From an optimization exercise on the open Yosys and OpenROAD flow, aimed at small area, a short achievable clock period and few clock cycles per item; shortcuts taken in it are not production practice.
In this exercise RTL edits were held to simulation tests only and were not proved equivalent to the original.

## flow/design.v (module list and top-level ports; edited modules follow where they fit)
// module PixelSolverMultiCore: 6391 lines
// module MandelFA: 4 lines
// module MandelHA: 4 lines
module PixelSolverMultiCore (
  input               io_cmd_valid,
  output              io_cmd_ready,
  input      [27:0]   io_cmd_payload_x,
  input      [27:0]   io_cmd_payload_y,
  output              io_rsp_valid,
  input               io_rsp_ready,
  output     [5:0]    io_rsp_payload_iteration,
  input               clk,
  input               reset
);
  // ...
==> flow/flow/run.sh <==
#!/bin/bash
set -euo pipefail
MARGIN=${MARGIN:-7}
sed "s/SETUP_SLACK_MARGIN=[0-9.]*/SETUP_SLACK_MARGIN=$MARGIN/" standard.sh > standard_margin.sh
bash standard_margin.sh > standard.log 2>&1
==> flow/standard.sh <==
#!/bin/bash
# synth_recipe.tcl (not shown) runs the flow's synth.tcl, then flattens the netlist and writes it again
# the make line also repeats each setting of config.mk as NAME=value (left out here)
make -C /OpenROAD-flow-scripts/flow DESIGN_CONFIG=/design/flow/config.mk WORK_HOME=/design/flow/orfs CLKGATE_MAP_FILE= SYNTH_SCRIPT=/design/flow/synth_recipe.tcl "${@:-finish}"
==> flow/config.mk <==
export PLATFORM = sky130hd
export DESIGN_NAME = PixelSolverMultiCore
export DESIGN_NICKNAME = PixelSolverMultiCore
export VERILOG_FILES = /design/flow/design.v
export SDC_FILE = /design/flow/constraint.sdc
export NUM_CORES = 8
export LEC_CHECK = 0
export CAP_MARGIN = 20
export CORE_MARGIN = 2
export CORE_UTILIZATION = 60
export CTS_BUF_LIST = sky130_fd_sc_hd__clkbuf_16
export CTS_CLUSTER_DIAMETER = 150
export CTS_CLUSTER_SIZE = 24
export SETUP_SLACK_MARGIN = 5
export SLEW_MARGIN = 20
export SYNTH_HIERARCHICAL = 1
==> flow/constraint.sdc <==
create_clock -name core_clock -period 10.0 [get_ports {clk}]
set_input_delay 2.0000 -clock core_clock [delete_from_list [all_inputs] [get_ports {clk}]]
set_output_delay 2.0000 -clock core_clock [all_outputs]
set_load 0.01 [all_outputs]
==> summary.txt, run 1 <==
status timing/DRC/antenna clean; GR met2 Demand/Resource 50.7%; Max transition margin 32.9%; most common cell after layout, fill and taps aside dfxtp_1; worst hold stages 0; cts bufs inserted 55; area grow syn2layout 7.01%; worst hold path startpoint p1_snap[23]; met1 wire length 76,800 um; Area contributors post-synth dfxtp_1, fa_1, xnor2_1, nand2_1, ha_1; Worst-Skew Late Latency 0.75 ns; final cell count without fillers 7,410; Crit. Startpoint o_it[4]; Rows 123; first-pass GRT wire length 285,000 um; vias in the first global route 46,500; Synth Cell Area 67,800 um2; global route hottest layer met2; Final Max Tran Viols 0; diode count 4; Async SR Flop Fraction 1.86%; Yosys top cell area share 32.7%; DRT Pass-1 Iters 7; PostCTS Resize Cnt 196; Crit-path slowest cell edfxtp_1; gr usage total 32.6%; critical path data required time 8.00 ns; adder and majority gate portion of the synthesized area 35.1%; routability congestion estimate 0.864; routed wl met2 83,200 um; kind of critical path register to output port
Testbench counts, summed over its fixed seeds: cycles 255,610, pixels 8,192.
==> run 2: changes to the inputs <==
--- a/flow/design.v
+++ b/flow/design.v
@@ -9,17 +9,17 @@
   input               clk,
   input               reset
 );
   reg  [27:0] r0_x, r0_y, r0_x0, r0_y0;
   reg  [5:0]  r0_it;       
   reg         r0_lesc;     
   reg  [2:0] r0_seq;
   reg         r0_act;      
-  reg  [55:0] r0_snap;
+  reg  [44:0] r0_snap;
   reg  [2:1] act;        
   reg  [13:0] r0_bo, r0_bt;  
   reg  [13:0] r0_bn;         
   reg  [27:0] r0_xn;         
   reg         tk;          
   reg         wb_v;        
   reg  [2:0] wb_seq;      
   reg  [5:0]  wb_res;      
@@ -34,18 +34,19 @@
   assign io_rsp_valid = o_v;
   assign io_rsp_payload_iteration = o_it;
   wire [5:0]  itc = r0_it + 6'd1;
   wire        inx = (r0_x[27:22] == 6'd0) | (r0_x[27:22] == 6'h3f);
   wire        iny = (r0_y[27:22] == 6'd0) | (r0_y[27:22] == 6'h3f);
   wire [3:0]  qx = r0_x[21:18] ^ {4{r0_x[27]}};
   wire [3:0]  qy = r0_y[21:18] ^ {4{r0_y[27]}};
   wire        big = inx & iny & (qx[3] | qy[3] | (qx[2] & qy[2] & ((~qx[1] & qy[1] & qy[0]) | (qx[1] & ~qx[0] & qy[1]) | (qx[1] & qx[0]))));
-  wire        cyc = (itc > 6'd4) & ({r0_x, r0_y} == r0_snap);
-  wire [55:0] snape = (itc[1:0] == 0) ? {r0_x, r0_y} : r0_snap;
+  wire        zsmall = (r0_x[27:21] == {7{r0_x[21]}}) & (r0_y[27:21] == {7{r0_y[21]}});
+  wire        cyc = (itc > 6'd4) & zsmall & r0_snap[44] & ({r0_x[21:0], r0_y[21:0]} == r0_snap[43:0]);
+  wire [44:0] snape = (itc[1:0] == 0) ? {zsmall, r0_x[21:0], r0_y[21:0]} : r0_snap;
   wire        live = r0_act & ~r0_lesc;
   wire        fe0 = live & (big | cyc | (itc == 6'd62));    
   wire        f620 = ~big & ~cyc;                           
   wire        fl0 = r0_act & r0_lesc;                       
   wire        ld = ~o_v | io_rsp_ready;
   wire        pop = ld & rob_v[head];
   wire        wr = wb_v | fl0;
   wire [2:0] wr_seq = wb_v ? wb_seq : r0_seq;
@@ -3172,18 +3173,18 @@
   reg [0:0] p1_fe;
   reg [0:0] p2_fe;
   reg [0:0] p1_f62;
   reg [0:0] p2_f62;
   reg [0:0] p1_bg;
   reg [0:0] p2_bg;
   reg [0:0] p1_fl;
   reg [0:0] p2_fl;
-  reg [55:0] p1_snap;
-  reg [55:0] p2_snap;
+  reg [44:0] p1_snap;
+  reg [44:0] p2_snap;
   reg q1_r0_y0_0;
   reg q2_q1_r0_y0_0;
   assign pp1 = ~(r0_x[0] & r0_x[1]);
   assign pp2 = ~(r0_x[0] & r0_x[2]);
   assign pp3 = ~(r0_x[0] & r0_x[3]);
   assign pp4 = ~(r0_x[0] & r0_x[4]);
   assign pp5 = ~(r0_x[0] & r0_x[5]);
   assign pp6 = ~(r0_x[0] & r0_x[6]);
==> flow/flow/run.sh (replaced) <==
#!/bin/bash
set -euo pipefail
MARGIN=${MARGIN:-6.8}
sed "s/SETUP_SLACK_MARGIN=[0-9.]*/SETUP_SLACK_MARGIN=$MARGIN/" standard.sh > standard_margin.sh
bash standard_margin.sh > standard.log 2>&1
==> run 2 against run 1 <==
- clock skew decreased by 0.031 ns
- clock-buffer cell count is 1 lower
- still clean
- via count down 1.5%
- die area is 1.2% lower
- sequential share of layout area shrank 0.065 points
- largest cell class unchanged
- register-to-register slack worse by 0.10 ns
- final area is 2.7% lower
- area after synthesis down 1.3%
- worst setup slack better by 0.019 ns
==> summary.txt, run 2 <==
Post-synth top flop dfxtp_1; Residual DRC 0; #FFs+latches synth 1,152; Crit. Startpoint o_it[5]; WL/cell 24.7 um; reg2reg start r0_bn[10]; Post-synth top cells dfxtp_1, fa_1, nand2_1; antenna violations before repair 3; routability congestion estimate 0.909 (+5.2%); RSZ-0062 raised after global routing true; H-Tree Depth 2; starting density of the core 60.5%; most numerous cell in the Yosys netlist dfxtp_1; critical path data required time 8.00 ns (about the same); area grow syn2layout 5.47%; crit path max fanout 1; CTS tree yes; Via density 5.89; Worst-Skew Late Latency 0.72 ns (-0.03 ns); Tmin final 3.24 ns; status timing/DRC/antenna clean; post-synth top area cell dfxtp_1; largest net degree at the start of global routing 79; most common cell after layout, fill and taps aside fa_1; Syn Nets 7,310; Cells after Synth 5,973; IO Count 68; clk_skew 0.0309 ns; HP Class register to register; fillers 8,907; Max transition margin 20.0% (-13 points); first-pass GRT wire length 280,000 um (-1.7%); die width 338 um; Biggest register rob_d; DP HPWL 121,000 um; most frequent cells in the layout fa_1, dfxtp_1, nand2_1, inv_1, xnor2_1; EDFF count, synth 54; Die H 338 um; maximum clock rate 308 MHz; Final nets 7,138; Core Util, Final 63.8%; vias in the first global route 46,600 (+0.17%); kind of critical path register to output port; Rows 122 (-0.81%); period utilisation layout 32.4%; cts bufs inserted 53 (-3.6%); Area contributors post-synth dfxtp_1, fa_1, xnor2_1, nand2_1, ha_1; crit path DAT 1.24 ns; worst hold path startpoint p2_snap[8]; Synth cell types 81; slowest stage delay, CP 0.38 ns; IO buf count 67; startpoint types register; Final Max Tran Viols 0 (unchanged); Yosys top cell area share 32.2% (-0.57 points); Buffers & Inverters on Critical Path 1; worst-path cell chain buf_2; initial DRC count 3,533; gr usage total 32.2% (-0.38 points); syn avg cell area 11.2 um2; Max-cap violations 0; DRT Pass-1 Iters 8 (+1); Async SR Flop Fraction 1.91% (+0.053 points); Yosys warning count 7; die area 114,000 um2; Clock transition at path regs 0.10 ns; final setup TNS 0 ns; final antenna-violating net count 0; Crit path max-delay family flip-flops; detailed-route via count 43,000; Clock Path Buffers 3; Root Buffer clkbuf_16; CTS Hold Bufs 0; setup violators final 0; final WL 180,000 um; Crit-path slowest cell edfxtp_1; gr ovfl total 0; Setup crit end kind output port; CTS Sinks 1,152; final hold vios 0; max FFs per register 48; sequential fraction of the synthesis area 35.4%; Core ar. 111,000 um2; Synth Cell Area 67,000 um2 (-1.3%); share of cells above drive strength 1 6.71%; Worst Tran Pin Value 1.20 ns
run 2: changes by cell type in the layout (fill, tap and decap cells not counted), sizes merged, moves of 13 or more:
| cell | delta |
|---|---|
| buf | -42 |
| nand2 | -14 |
| nor2 | +26 |
| mux2 | -13 |
| or3 | +13 |
| o21ai | -15 |
| xor2 | -20 |
| dfxtp | -33 |
run 2: path summary, 6_finish.rpt:
check | slack, ns | depth (start not counted) | endpoint
worst max register to register | 6.79 | 5 | q1_s3046
worst min register to register | 0.32 | 0 | r0_snap[8]
worst max-delay path | 6.76 | 1 | io_rsp_payload_iteration[5]
max in group asynchronous | 7.60 | 2 | head[0]
worst min-delay path | 0.32 | 0 | r0_snap[8]
min in group asynchronous | 1.80 | 2 | head[1]
run 2: cell type report:
| class | instances | area (um2) | area share [%] |
|---|---|---|---|
| timing repair inverter | 1 | 7.51 | 0.0106 |
| multi-input combinational | 3839 | 39900 | 56.4 |
| clock buffer | 54 | 1350 | 1.91 |
| antenna | 3 | 7.51 | 0.0106 |
| tap | 1488 | 1860 | 2.63 |
| clock inverter | 9 | 62.6 | 0.0885 |
| timing repair buffer | 159 | 1430 | 2.02 |
| inverter | 595 | 2270 | 3.21 |
| sequential | 1152 | 23800 | 33.7 |
run 2: metrics by stage:
| step | area [um2] | cells | hold slack (ns) | setup slack [ns] |
|---|---|---|---|---|
| 2_1_floorplan | 67000 | 5973 | 0.310 | 6.71 |
| 3_3_place_gp | 68800 | 7218 | 0.310 | 5.91 |
| 3_5_place_dp | 68800 | 7218 | 0.312 | 5.90 |
| 4_1_cts | 70400 | 7288 | 0.322 | 6.61 |
| 5_1_grt | 70700 | 7297 | 0.327 | 6.69 |
| 6_report | 70700 | 7300 | 0.324 | 6.76 |
run 2: modules after synthesis (local to each module, per instance):
module,cell area [um2],copies in the design
MandelHA,12.5,13
MandelFA,20.0,1058
PixelSolverMultiCore,45700,1
run 2: what timing repair did:
action / in CTS / in global routing
setup buffers: 6 / 8
setup endpoints to repair: 221 / 86
cloned: 1 / 0
gates resized for setup: 81 / 50
pin swaps: 5 / 27
run 2: cell families (layout without fill, tap and decap cells):
logic type,Yosys count,count (layout),synth area share [%]
adder cells (fa/ha/maj),1277,1277,35.7
flip-flops,1152,1152,35.4
AND/OR/NAND/NOR,1120,1120,7.04
buffers and inverters,982,818,5.50
AO/OA/AOI/OAI,841,841,7.90
XOR/XNOR,511,511,6.68
multiplexers,90,90,1.74
other,0,3,0
run 2: routing by layer:
metal / wire length, um / vias to the layer above / global-route usage [%]
li1: - / 18600 / -
met1: 75300 / 21900 / 44.8
met2: 81700 / 2016 / 50.2
met3: 15500 / 461 / 6.29
met4: 7720 / 2 / 12.7
met5: 14 / - / 0.208
Testbench counts of run 2, summed over its fixed seeds: cycles 255,610, pixels 8,192.
==> run 3: changes to the inputs <==
==> flow/flow/run.sh (replaced) <==
#!/bin/bash
set -euo pipefail
MARGIN=${MARGIN:-7.25}
sed "s/SETUP_SLACK_MARGIN=[0-9.]*/SETUP_SLACK_MARGIN=$MARGIN/" standard.sh > standard_margin.sh
bash standard_margin.sh > standard.log 2>&1
==> run 3 against run 2 <==
- clock-buffer cell count increased by 1
- register-to-register slack improved by 0.10 ns
- still clean
- largest cell class unchanged
- final area is 6.8% higher
- critical path type unchanged
- cell count increased by 2.6%
==> summary.txt, run 3 <==
Final Max Tran Viols 0 (unchanged); global route hottest layer met2; status timing/DRC/antenna clean; DRT Pass-1 Iters 6 (-2); Residual DRC 0 (unchanged); Core ar. 111,000 um2 (unchanged); Post-synth top cells dfxtp_1, fa_1, nand2_1; reg2reg start q1_c1462; area grow syn2layout 12.6%; final antenna-violating net count 0 (unchanged); Max-cap violations 0 (unchanged); Syn Nets 7,310 (unchanged); sequential fraction of the synthesis area 35.4% (unchanged); HP Class register to register; cts bufs inserted 53 (unchanged); Synth cell types 81 (unchanged); antenna violations before repair 5 (+2); Via density 6.02 (+2.2%); critical path data required time 8.00 ns (about the same); first-pass GRT wire length 294,000 um (+5.0%); crit path max fanout 1 (unchanged); RSZ-0062 raised after global routing true; most frequent cells in the layout dfxtp_1, fa_1, nand2_1, inv_1, xnor2_1; Yosys top cell area share 32.2% (unchanged); largest net degree at the start of global routing 68 (-14%); area of the multi-input gates 41,400 um2 (+3.9%); met3 usage 7.04% (+0.75 points); Yosys warning count 7 (unchanged); IO Count 68 (unchanged); fillers 8,344 (-6.3%); gr usage total 34.1% (+1.8 points); routability congestion estimate 0.882 (-2.9%); GR met2 Demand/Resource 53.6% (+3.3 points); starting density of the core 60.5% (unchanged); Clock transition at path regs 0.10 ns (about the same); crit path DAT 1.24 ns (about the same); final setup TNS 0 ns (unchanged); slowest stage delay, CP 0.38 ns (about the same); Post-synth top flop dfxtp_1; Clock Path Buffers 3 (unchanged); Worst R2R Path Depth 5 (unchanged); Worst-Skew Late Latency 0.72 ns (about the same); startpoint types register; Async SR Flop Fraction 1.91% (unchanged); die area 114,000 um2 (unchanged); most numerous cell in the Yosys netlist dfxtp_1; Die H 338 um (unchanged); DP HPWL 123,000 um (+2.1%); critical path depth in cells 1 (unchanged); share of cells above drive strength 1 14.6% (+7.9 points); period utilisation layout 32.4% (-0.058 points); r2r endpoint q2_s3507; worst-path cell chain buf_2; kind of critical path register to output port; initial DRC count 4,043 (+14%); CTS tree yes; register area 23,900 um2 (+0.58%); final WL 197,000 um (+9.6%); Synth Cell Area 67,000 um2 (unchanged); Setup crit end kind output port; setup violators final 0 (unchanged); detailed-route via count 45,100 (+4.9%); EDFF count, synth 54 (unchanged); Global Route met1 Usage 46.4% (+1.6 points); WL/cell 26.4 um (+6.8%); Area contributors post-synth dfxtp_1, fa_1, xnor2_1, nand2_1, ha_1; Root Buffer clkbuf_16; vias in the first global route 47,500 (+1.9%); Crit. Startpoint o_it[0]; Crit-path slowest cell edfxtp_1; r2r setup slk 6.89 ns (+0.10 ns); maximum clock rate 309 MHz (+0.18%); gr ovfl total 0 (unchanged); Worst Tran Pin Value 0.877 ns (-0.322 ns); CTS Hold Bufs 0 (unchanged); Crit path max-delay family flip-flops; clk_skew 0.0304 ns (-0.000492 ns); Final nets 7,329 (+2.7%); final hold vios 0 (unchanged); CTS Sinks 1,152 (unchanged); Tmin final 3.24 ns (-0.00584 ns); Cells after Synth 5,973 (unchanged); Rows 122 (unchanged); worst setup path endpoint io_rsp_payload_iteration[0]; Max transition margin 41.5% (+21 points); max FFs per register 48 (unchanged); post-synth top area cell dfxtp_1; #FFs+latches synth 1,152 (unchanged); syn avg cell area 11.2 um2 (unchanged); Biggest register rob_d; H-Tree Depth 2 (unchanged); Buffers & Inverters on Critical Path 1 (unchanged); die width 338 um (unchanged); most common cell after layout, fill and taps aside dfxtp_1; IO buf count 67 (unchanged)
run 3: cell counts after synthesis:
No cell type changed its count.
run 3: cell families after synthesis:
logic type,after synthesis,share of synthesized area (%)
adders and majority gates,1277,35.7
muxes,90,1.74
AOI/OAI and AO/OA,841,7.90
xor gates and xnor gates,511,6.68
DFF,1152,35.4
buffers and inverters,982,5.50
and+or+nand+nor,1120,7.04
run 3: what timing repair did:
| action | CTS | global route |
|---|---|---|
| pin swaps | 130 | 132 |
| setup buffers | 109 | 72 |
| endpoints found under the setup margin | 476 | 287 |
| gates resized for setup | 435 | 285 |
| cloned | 15 | 10 |
run 3: final cells by class:
class | instances | area share (%)
Timing Repair Buffer | 346 | 5.78
Multi-Input combinational cell | 3839 | 54.9
Inverter | 595 | 3.20
Antenna cell | 2 | 0.00663
Timing Repair inverter | 5 | 0.0497
Clock buffer | 55 | 1.82
Clock inverter | 8 | 0.0464
Tap cell | 1488 | 2.47
Sequential cell | 1152 | 31.7
run 3: per-layer routing:
| layer | wire length, um | share of wire [%] | up-vias |
|---|---|---|---|
| met5 | 9 | 0.0046 | - |
| met4 | 10600 | 5.4 | 2 |
| met3 | 19600 | 9.9 | 704 |
| met2 | 89400 | 45 | 2466 |
| met1 | 77800 | 39 | 22900 |
| li1 | - | - | 19000 |
run 3: through the flow:
step	instance area [um2]	hold slack, ns	setup slack (ns)	std cells	utilization, %
after detailed placement	68800	0.312	6.01	7219	62.2
after global routing	75500	0.335	6.70	7488	68.2
after floorplan	67200	0.310	6.76	5973	-
after global placement	68800	0.310	6.01	7218	62.2
final	75500	0.328	6.76	7490	68.2
after CTS	73200	0.332	6.71	7406	66.1
run 3: worst min path at each step:
stage / from / end / slack, ns / cells past startpoint
global placement: p1_y0[16] / p2_y0[16] / 0.31 / 0
finish: p1_seq[2] / p2_seq[2] / 0.33 / 0
global route: p1_y0[1] / p2_y0[1] / 0.34 / 0
CTS: p2_snap[34] / r0_snap[34] / 0.33 / 0
detailed placement: r0_y0[11] / p1_y0[11] / 0.31 / 0
floorplan: r0_y0[11] / p1_y0[11] / 0.31 / 0
run 3: worst register-to-register path, stage by stage (launching register included):
cell and delay [ns]:
dfxtp_1 0.33, fa_1 0.58, fa_1 0.48, fa_2 0.59, fa_2 0.50, fa_2 0.58
run 3: modules after synthesis, one instance, submodules excluded:
module	times used	cells	flops+latches	cell area (um2)
MandelHA	13	1	0	12.5
MandelFA	1058	1	0	20.0
PixelSolverMultiCore	1	4902	1152	45700
==> run 4: changes to the inputs <==
==> flow/flow/run.sh (replaced) <==
#!/bin/bash
set -euo pipefail
MARGIN=${MARGIN:-7}
sed "s/SETUP_SLACK_MARGIN=[0-9.]*/SETUP_SLACK_MARGIN=$MARGIN/" standard.sh > standard_margin.sh
bash standard_margin.sh > standard.log 2>&1
==> run 4 against run 3 <==
- clock-buffer cell count shrank 2
- still clean
- sequential share of layout area grew 1.5 points
- highest routed layer unchanged
- critical path type unchanged
- via count shrank 3.7%
- sequential cell count is the same
- critical endpoint is now io_rsp_payload_iteration[3]
==> summary.txt, run 4 <==
setup violators final 0 (unchanged); gr ovfl total 0 (unchanged); Rows 122 (unchanged); gr usage total 32.5% (-1.5 points); HP Class register to register; DRT Pass-1 Iters 6 (unchanged); Area contributors post-synth dfxtp_1, fa_1, xnor2_1, nand2_1, ha_1; Hold Slack 0.320 ns (-0.00826 ns); share of cells above drive strength 1 9.76% (-4.9 points); vias in the first global route 46,200 (-2.8%); Synth Cell Area 67,000 um2 (unchanged); kind of critical path register to output port; Worst Tran Pin Value 1.01 ns (+0.135 ns); area grow syn2layout 7.44%; Worst-Skew Late Latency 0.71 ns (about the same); first-pass GRT wire length 282,000 um (-4.1%); Design Area, Final 72,000 um2 (-4.6%); worst-path cell chain buf_2; critical path data required time 8.00 ns (about the same); starting density of the core 60.5% (unchanged); Root Buffer clkbuf_16; DP HPWL 121,000 um (-2.0%); sequential fraction of the synthesis area 35.4% (unchanged); detailed-route via count 43,400 (-3.7%); CTS tree yes; most common cell after layout, fill and taps aside fa_1; Syn Nets 7,310 (unchanged); final hold vios 0 (unchanged); Residual DRC 0 (unchanged); DP Area 68,700 um2 (-0.17%); IO Count 68 (unchanged); Max-cap violations 0 (unchanged); clk_skew 0.0327 ns (+0.00233 ns); Clock Path Buffers 3 (unchanged); die area 114,000 um2 (unchanged); Async SR Flop Fraction 1.91% (unchanged); final setup TNS 0 ns (unchanged); crit path DAT 1.22 ns (-0.02 ns); most numerous cell in the Yosys netlist dfxtp_1; period utilisation layout 32.2% (-0.13 points); Tmin final 3.22 ns (-0.0128 ns); Clock transition at path regs 0.09 ns (about the same); Yosys warning count 7 (unchanged); Die H 338 um (unchanged); status timing/DRC/antenna clean; Core ar. 111,000 um2 (unchanged); largest net degree at the start of global routing 81 (+19%); most frequent cells in the layout fa_1, dfxtp_1, nand2_1, inv_1, xnor2_1; maximum clock rate 310 MHz (+0.40%); crit path max fanout 1 (unchanged); WL/cell 24.8 um (-6.0%); final WL 182,000 um (-7.6%); antenna violations before repair 6 (+1); Via density 5.89 (-2.0%); post-synth top area cell dfxtp_1; #FFs+latches synth 1,152 (unchanged); Buffers & Inverters on Critical Path 1 (unchanged); CTS Hold Bufs 0 (unchanged); initial DRC count 3,500 (-13%); syn avg cell area 11.2 um2 (unchanged); final antenna-violating net count 0 (unchanged); Post-synth top flop dfxtp_1; Crit path max-delay family flip-flops; die width 338 um (unchanged); H-Tree Depth 2 (unchanged); Setup crit end kind output port; cts bufs inserted 53 (unchanged); Max transition margin 32.5% (-9.0 points); EDFF count, synth 54 (unchanged); Final Max Tran Viols 0 (unchanged); Yosys top cell area share 32.2% (unchanged); routability congestion estimate 0.915 (+3.8%); Final nets 7,202 (-1.7%); max FFs per register 48 (unchanged); Crit-path slowest cell edfxtp_1; IO buf count 67 (unchanged); startpoint types register; Biggest register rob_d; slowest stage delay, CP 0.37 ns (about the same); Cells after Synth 5,973 (unchanged); Post-synth top cells dfxtp_1, fa_1, nand2_1; RSZ-0062 raised after global routing true; Synth cell types 81 (unchanged); CTS Sinks 1,152 (unchanged)
-- run 4: cell counts after synthesis --
Identical to the previous run, type by type.
-- run 4: modules after synthesis (local to each module, per instance) --
module	copies in the design	cell area, um2	flip-flops and latches
PixelSolverMultiCore	1	45700	1152
MandelFA	1058	20.0	0
MandelHA	13	12.5	0
-- run 4: cell type report --
class	count	area, um2
Multi-Input combinational cell	3839	40400
Fill cell	8641	38700
Sequential cell	1152	23900
Inverter	595	2330
Timing Repair Buffer	219	2080
Tap cell	1488	1860
Clock buffer	53	1330
Clock inverter	9	72.6
Timing Repair inverter	5	37.5
Antenna cell	2	5.00
-- run 4: metrics by stage --
step                utilization [%]  std cells  worst slack, ns
floorplan                         -       5973             6.71
detailed placement             62.1       7214             5.90
CTS                            64.3       7326             6.71
finish                         65.0       7362             6.78
global route                   65.0       7360             6.70
global placement               62.1       7214             5.91
-- run 4: what timing repair did --
| action | 4_1_cts | 5_1_grt |
|---|---|---|
| setup buffers | 45 | 33 |
| endpoints found under the setup margin | 308 | 203 |
| pin swaps | 81 | 72 |
| resized for setup | 196 | 143 |
| gates cloned | 5 | 1 |
-- run 4: worst paths after layout --
kind	startpoint	endpoint	slack (ns)	depth (start not counted)
min in group asynchronous	reset	head[2]	1.80	2
setup reg to reg	q1_c1489	q2_s3456	6.87	5
hold / removal	p2_snap[6]	r0_snap[6]	0.32	0
setup / recovery	o_it[3]	io_rsp_payload_iteration[3]	6.78	1
hold reg to reg	p2_snap[6]	r0_snap[6]	0.32	0
max in group asynchronous	reset	head[0]	7.56	2
-- run 4: cell families (layout without fill, tap and decap cells) --
family | Yosys count | after routing | synth area share, %
other | 0 | 2 | 0
adders and majority gates | 1277 | 1277 | 35.7
xor gates and xnor gates | 511 | 511 | 6.68
DFF | 1152 | 1152 | 35.4
muxes | 90 | 90 | 1.74
buffers and inverters | 982 | 881 | 5.50
and+or+nand+nor | 1120 | 1120 | 7.04
AOI/OAI and AO/OA | 841 | 841 | 7.90
-- run 4: per-layer routing --
| layer | vias up | wire length, um | part of all wire [%] | track usage [%] |
|---|---|---|---|---|
| met5 | - | 26 | 0.014 | 0 |
| met4 | 4 | 8330 | 4.6 | 12.5 |
| met3 | 517 | 16200 | 8.9 | 6.50 |
| met2 | 2096 | 82600 | 45 | 50.9 |
| met1 | 22000 | 75300 | 41 | 45.1 |
| li1 | 18700 | - | - | - |
==> run 5: changes to the inputs <==
==> flow/flow/run.sh (replaced) <==
#!/bin/bash
set -euo pipefail
MARGIN=${MARGIN:-6.8}
sed "s/SETUP_SLACK_MARGIN=[0-9.]*/SETUP_SLACK_MARGIN=$MARGIN/" standard.sh > standard_margin.sh
bash standard_margin.sh > standard.log 2>&1
--- a/flow/config.mk
+++ b/flow/config.mk
@@ -8,5 +8,5 @@
 export CAP_MARGIN = 20
 export CORE_MARGIN = 2
-export CORE_UTILIZATION = 60
+export CORE_UTILIZATION = 65
 export CTS_BUF_LIST = sky130_fd_sc_hd__clkbuf_16
 export CTS_CLUSTER_DIAMETER = 150
==> run 5 against run 4 <==
- still clean
- utilization increased by 4.1 points
- worst hold slack got worse by 0.0016 ns
- sequential share of layout area increased by 0.57 points
- synthesized cell count unchanged
- cell count decreased by 2.4%
- global-route usage grew 2.1 points
- clock-buffer cell count increased by 1
- die area down 7.6%
- critical path type unchanged
- highest routed layer is now met4
==> summary.txt, run 5 <==
status timing/DRC/antenna clean; Yosys top cell area share 32.2% (unchanged); Area contributors post-synth dfxtp_1, fa_1, xnor2_1, nand2_1, ha_1; IO buf count 67 (unchanged); Final nets 7,144 (-0.81%); Worst Tran Pin Value 1.16 ns (+0.144 ns); starting density of the core 65.7% (+5.1 points); Worst-Skew Late Latency 0.72 ns (about the same); Cells after Synth 5,973 (unchanged); routability congestion estimate 0.914 (-0.15%); worst hold stages 0 (unchanged); Synth Cell Area 67,000 um2 (unchanged); kind of critical path register to output port; Setup crit end kind output port; gr usage total 34.6% (+2.1 points); DP HPWL 119,000 um (-0.94%); EDFF count, synth 54 (unchanged); CTS tree yes; HP Class register to register; Root Buffer clkbuf_16; most common cell after layout, fill and taps aside fa_1; worst-path cell chain buf_2; IO Count 68 (unchanged); Synth cell types 81 (unchanged); sequential fraction of the synthesis area 35.4% (unchanged); critical path data required time 8.00 ns (about the same); Biggest register rob_d; cts bufs inserted 53 (unchanged); Async SR Flop Fraction 1.91% (unchanged); clk_skew 0.0436 ns (+0.0109 ns); Crit-path slowest cell edfxtp_1; Buffers & Inverters on Critical Path 1 (unchanged); Min-Delay Endpoint p1_y0[12]; final hold vios 0 (unchanged); die area 106,000 um2 (-7.6%); Final Max Tran Viols 0 (unchanged); Via density 6.06 (+2.9%); Clock transition at path regs 0.11 ns (+0.02 ns); worst hold path startpoint r0_y0[12]; share of cells above drive strength 1 6.76% (-3.0 points); antenna violations before repair 2 (-4); Post-synth top flop dfxtp_1; crit path max fanout 1 (unchanged); r2r setup slk 6.80 ns (-0.07 ns); Tmin final 3.22 ns (-0.00935 ns); Residual DRC 0 (unchanged); fillers 7,754 (-10%); Yosys warning count 7 (unchanged); first-pass GRT wire length 277,000 um (-1.6%); startpoint types register; DRT Pass-1 Iters 8 (+2); reg2reg start r0_xn[8]; RSZ-0062 raised after global routing true; Rows 117 (-4.1%); Worst R2R Path Depth 5 (unchanged); #FFs+latches synth 1,152 (unchanged); period utilisation layout 32.2% (-0.094 points); most numerous cell in the Yosys netlist dfxtp_1; slowest stage delay, CP 0.38 ns (about the same); final antenna-violating net count 0 (unchanged); H-Tree Depth 2 (unchanged); final WL 178,000 um (-2.2%); vias in the first global route 46,400 (+0.43%); WL/cell 24.8 um (+0.19%); max FFs per register 48 (unchanged); detailed-route via count 43,600 (+0.39%); gr ovfl total 0 (unchanged); setup violators final 0 (unchanged); CTS Sinks 1,152 (unchanged); Max-cap violations 0 (unchanged); Syn Nets 7,310 (unchanged); Die H 325 um (-3.9%); maximum clock rate 311 MHz (+0.29%); r2r endpoint q1_s3106; largest net degree at the start of global routing 68 (-16%); final cell count without fillers 7,185 (-2.4%); Core ar. 102,000 um2 (-7.8%); Crit path max-delay family flip-flops; Max transition margin 22.8% (-9.7 points); placed insts 7,091 (-1.7%); final setup TNS 0 ns (unchanged); area grow syn2layout 5.24%; Core Util, Final 69.1% (+4.1 points); die width 325 um (-3.9%); Post-synth top cells dfxtp_1, fa_1, nand2_1; Clock Path Buffers 3 (unchanged); syn avg cell area 11.2 um2 (unchanged); most frequent cells in the layout fa_1, dfxtp_1, nand2_1, inv_1, xnor2_1; crit path DAT 1.22 ns (about the same); post-synth top area cell dfxtp_1; initial DRC count 4,314 (+23%)
## run 5: cell counts after synthesis
No cell type changed its count.
## run 5: metrics by stage
stage	worst slack [ns]	area (um2)	hold slack (ns)
after floorplan	6.71	67000	0.310
after global placement	5.90	68600	0.310
after detailed placement	5.90	68600	0.312
after CTS	6.71	70200	0.326
after global routing	6.72	70500	0.328
final	6.78	70500	0.318
## run 5: cell type report
type	count	area, um2	share of cell area (%)
multi-input cells	3839	39800	56.5
flip-flops and latches	1152	23800	33.8
inverters	595	2280	3.23
well taps	1368	1710	2.43
repair buffers	165	1460	2.07
clock buffers	54	1350	1.92
clock inverters	9	62.6	0.0887
repair inverters	1	7.51	0.0106
diodes	2	5.00	0.00710
## run 5: layer usage
layer,GRT usage (%),vias up,share of wire (%)
li1,-,18600,-
met5,0.226,-,0
met3,8.02,576,9.8
met4,14.2,0,4.6
met2,53.9,2350,45
met1,47.3,22000,40
## run 5: how the worst max path moves through the flow
stage,startpoint,endpoint,depth (start not counted)
floorplan,io_rsp_ready,used[2],8
global placement,io_rsp_ready,used[1],9
detailed placement,io_rsp_ready,used[1],9
CTS,o_it[2],io_rsp_payload_iteration[2],1
global route,o_it[2],io_rsp_payload_iteration[2],1
finish,o_it[2],io_rsp_payload_iteration[2],1
## run 5: per-module statistics from Yosys, one instance, submodules excluded
module                times used  cells inside  flops+latches  cell area, um2
PixelSolverMultiCore           1          4902           1152           45700
MandelHA                      13             1              0            12.5
MandelFA                    1058             1              0            20.0
## run 5: cells by family (layout without fill, tap and decap cells)
| logic type | Yosys count | count (layout) | share of synthesized area, % |
|---|---|---|---|
| flops | 1152 | 1152 | 35.4 |
| compound gates | 841 | 841 | 7.90 |
| other cells | 0 | 2 | 0 |
| simple gates | 1120 | 1120 | 7.04 |
| xor+xnor | 511 | 511 | 6.68 |
| fa+ha+maj | 1277 | 1277 | 35.7 |
| mux | 90 | 90 | 1.74 |
| buf+inv | 982 | 824 | 5.50 |
## run 5: repair_timing
action                                  CTS  global route
setup buffers                            10            18
endpoints found under the setup margin  235           128
pin swaps                                 4            24
resized for setup                        77            46
hold buffers                              0             0
endpoints found under the hold margin     0             0
gates cloned                              1             0
==> run 6: changes to the inputs <==
--- a/flow/config.mk
+++ b/flow/config.mk
@@ -8,8 +8,8 @@
 export CAP_MARGIN = 20
 export CORE_MARGIN = 2
-export CORE_UTILIZATION = 65
+export CORE_UTILIZATION = 60
 export CTS_BUF_LIST = sky130_fd_sc_hd__clkbuf_16
-export CTS_CLUSTER_DIAMETER = 150
-export CTS_CLUSTER_SIZE = 24
+export CTS_CLUSTER_DIAMETER = 120
+export CTS_CLUSTER_SIZE = 20
 export SETUP_SLACK_MARGIN = 5
 export SLEW_MARGIN = 20
==> run 6 against run 5 <==
- cell count increased by 1.9%
- register-to-register slack improved by 0.02 ns
- fmax increased by 0.70%
- sequential share of layout area decreased by 0.27 points
- still clean on timing, DRC and antenna
- non-clock buffer count decreased by 5
- first-iteration DRC count decreased by 23%
- wire length increased by 1.2%
- highest routed layer is now met5
- critical endpoint is now io_rsp_payload_iteration[0]
- largest cell class unchanged
==> summary.txt, run 6 <==
DP Area 68,800 um2 (+0.30%); final antenna-violating net count 0 (unchanged); Crit path max-delay family flip-flops; Core Util, Final 64.2% (-4.9 points); CTS tree yes; RSZ-0062 raised after global routing true; CTS Hold Bufs 0 (unchanged); Worst-Skew Late Latency 0.68 ns (-0.04 ns); Clock Path Buffers 3 (unchanged); post-synth top area cell dfxtp_1; Via density 5.90 (-2.7%); Async SR Flop Fraction 1.91% (unchanged); Clock transition at path regs 0.08 ns (-0.03 ns); cts bufs inserted 67 (+26%); CTS Sinks 1,152 (unchanged); final hold vios 0 (unchanged); Cells after Synth 5,973 (unchanged); Crit-path slowest cell edfxtp_1; first-pass GRT wire length 281,000 um (+1.3%); slowest stage delay, CP 0.37 ns (about the same); Yosys top cell area share 32.2% (unchanged); met3 usage 6.52% (-1.5 points); pre-CTS setup slack 5.90 ns (-0.00913 ns); starting density of the core 60.5% (-5.1 points); Final Max Tran Viols 0 (unchanged); kind of critical path register to output port; area grow syn2layout 6.09%; die width 338 um (+4.0%); Yosys warning count 7 (unchanged); DRT Pass-1 Iters 8 (unchanged); final WL 181,000 um (+1.2%); setup violators final 0 (unchanged); initial DRC count 3,312 (-23%); area of the multi-input gates 39,900 um2 (+0.20%); register area 23,800 um2 (unchanged); Area contributors post-synth dfxtp_1, fa_1, xnor2_1, nand2_1, ha_1; DP HPWL 121,000 um (+0.96%); GR met2 Demand/Resource 50.2% (-3.7 points); crit path setup slack, layout 6.81 ns (+0.0224 ns); Setup crit end kind output port; Design Area, Final 71,100 um2 (+0.81%); Max transition margin 21.5% (-1.3 points); Final nets 7,153 (+0.13%); largest net degree at the start of global routing 79 (+16%); Post-synth top flop dfxtp_1; gr ovfl total 0 (unchanged); routability congestion estimate 0.909 (-0.56%); gr usage total 32.4% (-2.3 points); #FFs+latches synth 1,152 (unchanged); Buffers & Inverters on Critical Path 1 (unchanged); worst-path cell chain buf_2; Syn Nets 7,310 (unchanged); H-Tree Depth 3 (+1); Die H 338 um (+4.0%); final setup TNS 0 ns (unchanged); Core ar. 111,000 um2 (+8.5%); sequential fraction of the synthesis area 35.4% (unchanged); most common cell after layout, fill and taps aside fa_1; vias in the first global route 46,800 (+0.99%); Hold Slack 0.324 ns (+0.00529 ns); share of cells above drive strength 1 7.03% (+0.28 points); IO buf count 67 (unchanged); Biggest register rob_d; startpoint types register; syn avg cell area 11.2 um2 (unchanged); critical path data required time 8.00 ns (about the same); Root Buffer clkbuf_16; maximum clock rate 313 MHz (+0.70%); Global Route met1 Usage 44.9% (-2.4 points); max FFs per register 48 (unchanged); Residual DRC 0 (unchanged); IO Count 68 (unchanged); crit path max fanout 1 (unchanged); fillers 8,896 (+15%); Worst Tran Pin Value 1.18 ns (+0.0197 ns); Post-synth top cells dfxtp_1, fa_1, nand2_1; crit path DAT 1.19 ns (-0.03 ns); period utilisation layout 31.9% (-0.22 points); Synth Cell Area 67,000 um2 (unchanged); most frequent cells in the layout fa_1, dfxtp_1, nand2_1, inv_1, xnor2_1; global route hottest layer met2; Max-cap violations 0 (unchanged); die area 114,000 um2 (+8.2%); most numerous cell in the Yosys netlist dfxtp_1; Synth cell types 81 (unchanged); Tmin final 3.19 ns (-0.0224 ns); WL/cell 24.7 um (-0.66%); status timing/DRC/antenna clean; clk_skew 0.0246 ns (-0.0190 ns); antenna violations before repair 3 (+1); detailed-route via count 43,200 (-0.85%); HP Class register to register; Rows 122 (+4.3%); EDFF count, synth 54 (unchanged)
## run 6: cell types whose count changed in the layout (fill, tap and decap cells not counted), sizes merged
cell and delta:
buf -5, clkinvlp -2, inv +7, clkbuf +13
clkinv +1
## run 6: cell families (layout without fill, tap and decap cells)
kind of cell	Yosys count	after routing	share of synthesized area (%)
adders and majority gates	1277	1277	35.7
AOI/OAI and AO/OA	841	841	7.90
and+or+nand+nor	1120	1120	7.04
other	0	2	0
buffers and inverters	982	838	5.50
xor gates and xnor gates	511	511	6.68
DFF	1152	1152	35.4
muxes	90	90	1.74
## run 6: area by class of cell
| type | instances | share of cell area, % |
|---|---|---|
| diodes | 2 | 0.00704 |
| clock buffers | 67 | 2.36 |
| clock inverters | 15 | 0.158 |
| inverters | 595 | 3.20 |
| multi-input cells | 3839 | 56.1 |
| flip-flops and latches | 1152 | 33.5 |
| well taps | 1488 | 2.62 |
| repair buffers | 160 | 2.02 |
| repair inverters | 1 | 0.0106 |
## run 6: timing repair
item / CTS / global route
gates resized for setup: 78 / 59
endpoints found under the setup margin: 210 / 89
setup buffers: 8 / 7
pin swaps: 7 / 25
cloned: 1 / 0
## run 6: path summary, 6_finish.rpt
path | end | depth (start not counted) | slack (ns) | from
worst min register to register | p2_x0[26] | 0 | 0.32 | p1_x0[26]
max in group asynchronous | head[0] | 2 | 7.55 | reset
min in group asynchronous | rob_v[4] | 2 | 1.85 | reset
worst min-delay path | p2_x0[26] | 0 | 0.32 | p1_x0[26]
worst max-delay path | io_rsp_payload_iteration[0] | 1 | 6.81 | o_it[0]
worst max register to register | q1_s3046 | 5 | 6.82 | r0_bn[10]
## run 6: worst reg2reg max path, cell delays in order (launching register included)
cell	delay, ns
dfxtp_2	0.33
buf_6	0.57
inv_1	0.59
fa_1	0.62
fa_1	0.57
fa_1	0.40
## run 6: per-stage QoR
step	instances
finish	7319
global route	7317
CTS	7309
detailed placement	7218
global placement	7218
floorplan	5973
## run 6: modules after synthesis, one instance, submodules excluded
module	cells	flops+latches	cell area (um2)	copies in the design
MandelHA	1	0	12.5	13
PixelSolverMultiCore	4902	1152	45700	1
MandelFA	1	0	20.0	1058
## run 6: metal layers
metal,vias to the layer above,share of wire (%)
met2,2108,45
met1,21900,41
li1,18700,-
met3,562,8.8
met5,-,0.027
met4,4,4.7

==> afterwards: timing with drivers on the ports <==
The results above use ideal ports. As a check the final layouts listed here were re-extracted and re-timed, cells and wires unchanged.
Step 1 assumes that a clkbuf_16 drives the clock port and a buf_2 every other input.
Step 2 moves the port delays by t, midway between the first and last clock arrival at a register: inputs arrive t later, outputs are due t later. That takes back most of the time a late clock gives input paths.
Three values: no drivers, after step 1, after step 2; two values: the first two.
run | t (ns) | setup WS [ns] | hold slack, ns | worst setup path at the end | worst slew at a driven data input, ns
run 1 | 0.798 | 6.737 / 6.659 / 6.260 | 0.315 / 0.315 / 0.315 | input to register | 0.13
run 2 | 0.783 | 6.757 / 6.677 / 6.194 | 0.324 / 0.324 / 0.324 | input to register | 0.11
run 3 | 0.775 | 6.763 / 6.688 / 6.551 | 0.328 / 0.328 / 0.328 | input to register | 0.08
run 4 | 0.772 | 6.775 / 6.697 / 6.390 | 0.320 / 0.320 / 0.320 | input to register | 0.12
run 5 | 0.770 | 6.785 / 6.713 / 6.159 | 0.318 / 0.318 / 0.318 | input to register | 0.13
run 6 | 0.746 | 6.807 / 6.728 / 6.177 | 0.324 / 0.324 / 0.324 | input to register | 0.11
After both steps every run listed still meets setup and hold. For run 6, which loses most, drivers alone change the setup slack by -0.079 ns; drivers and shift together by -0.630 ns.
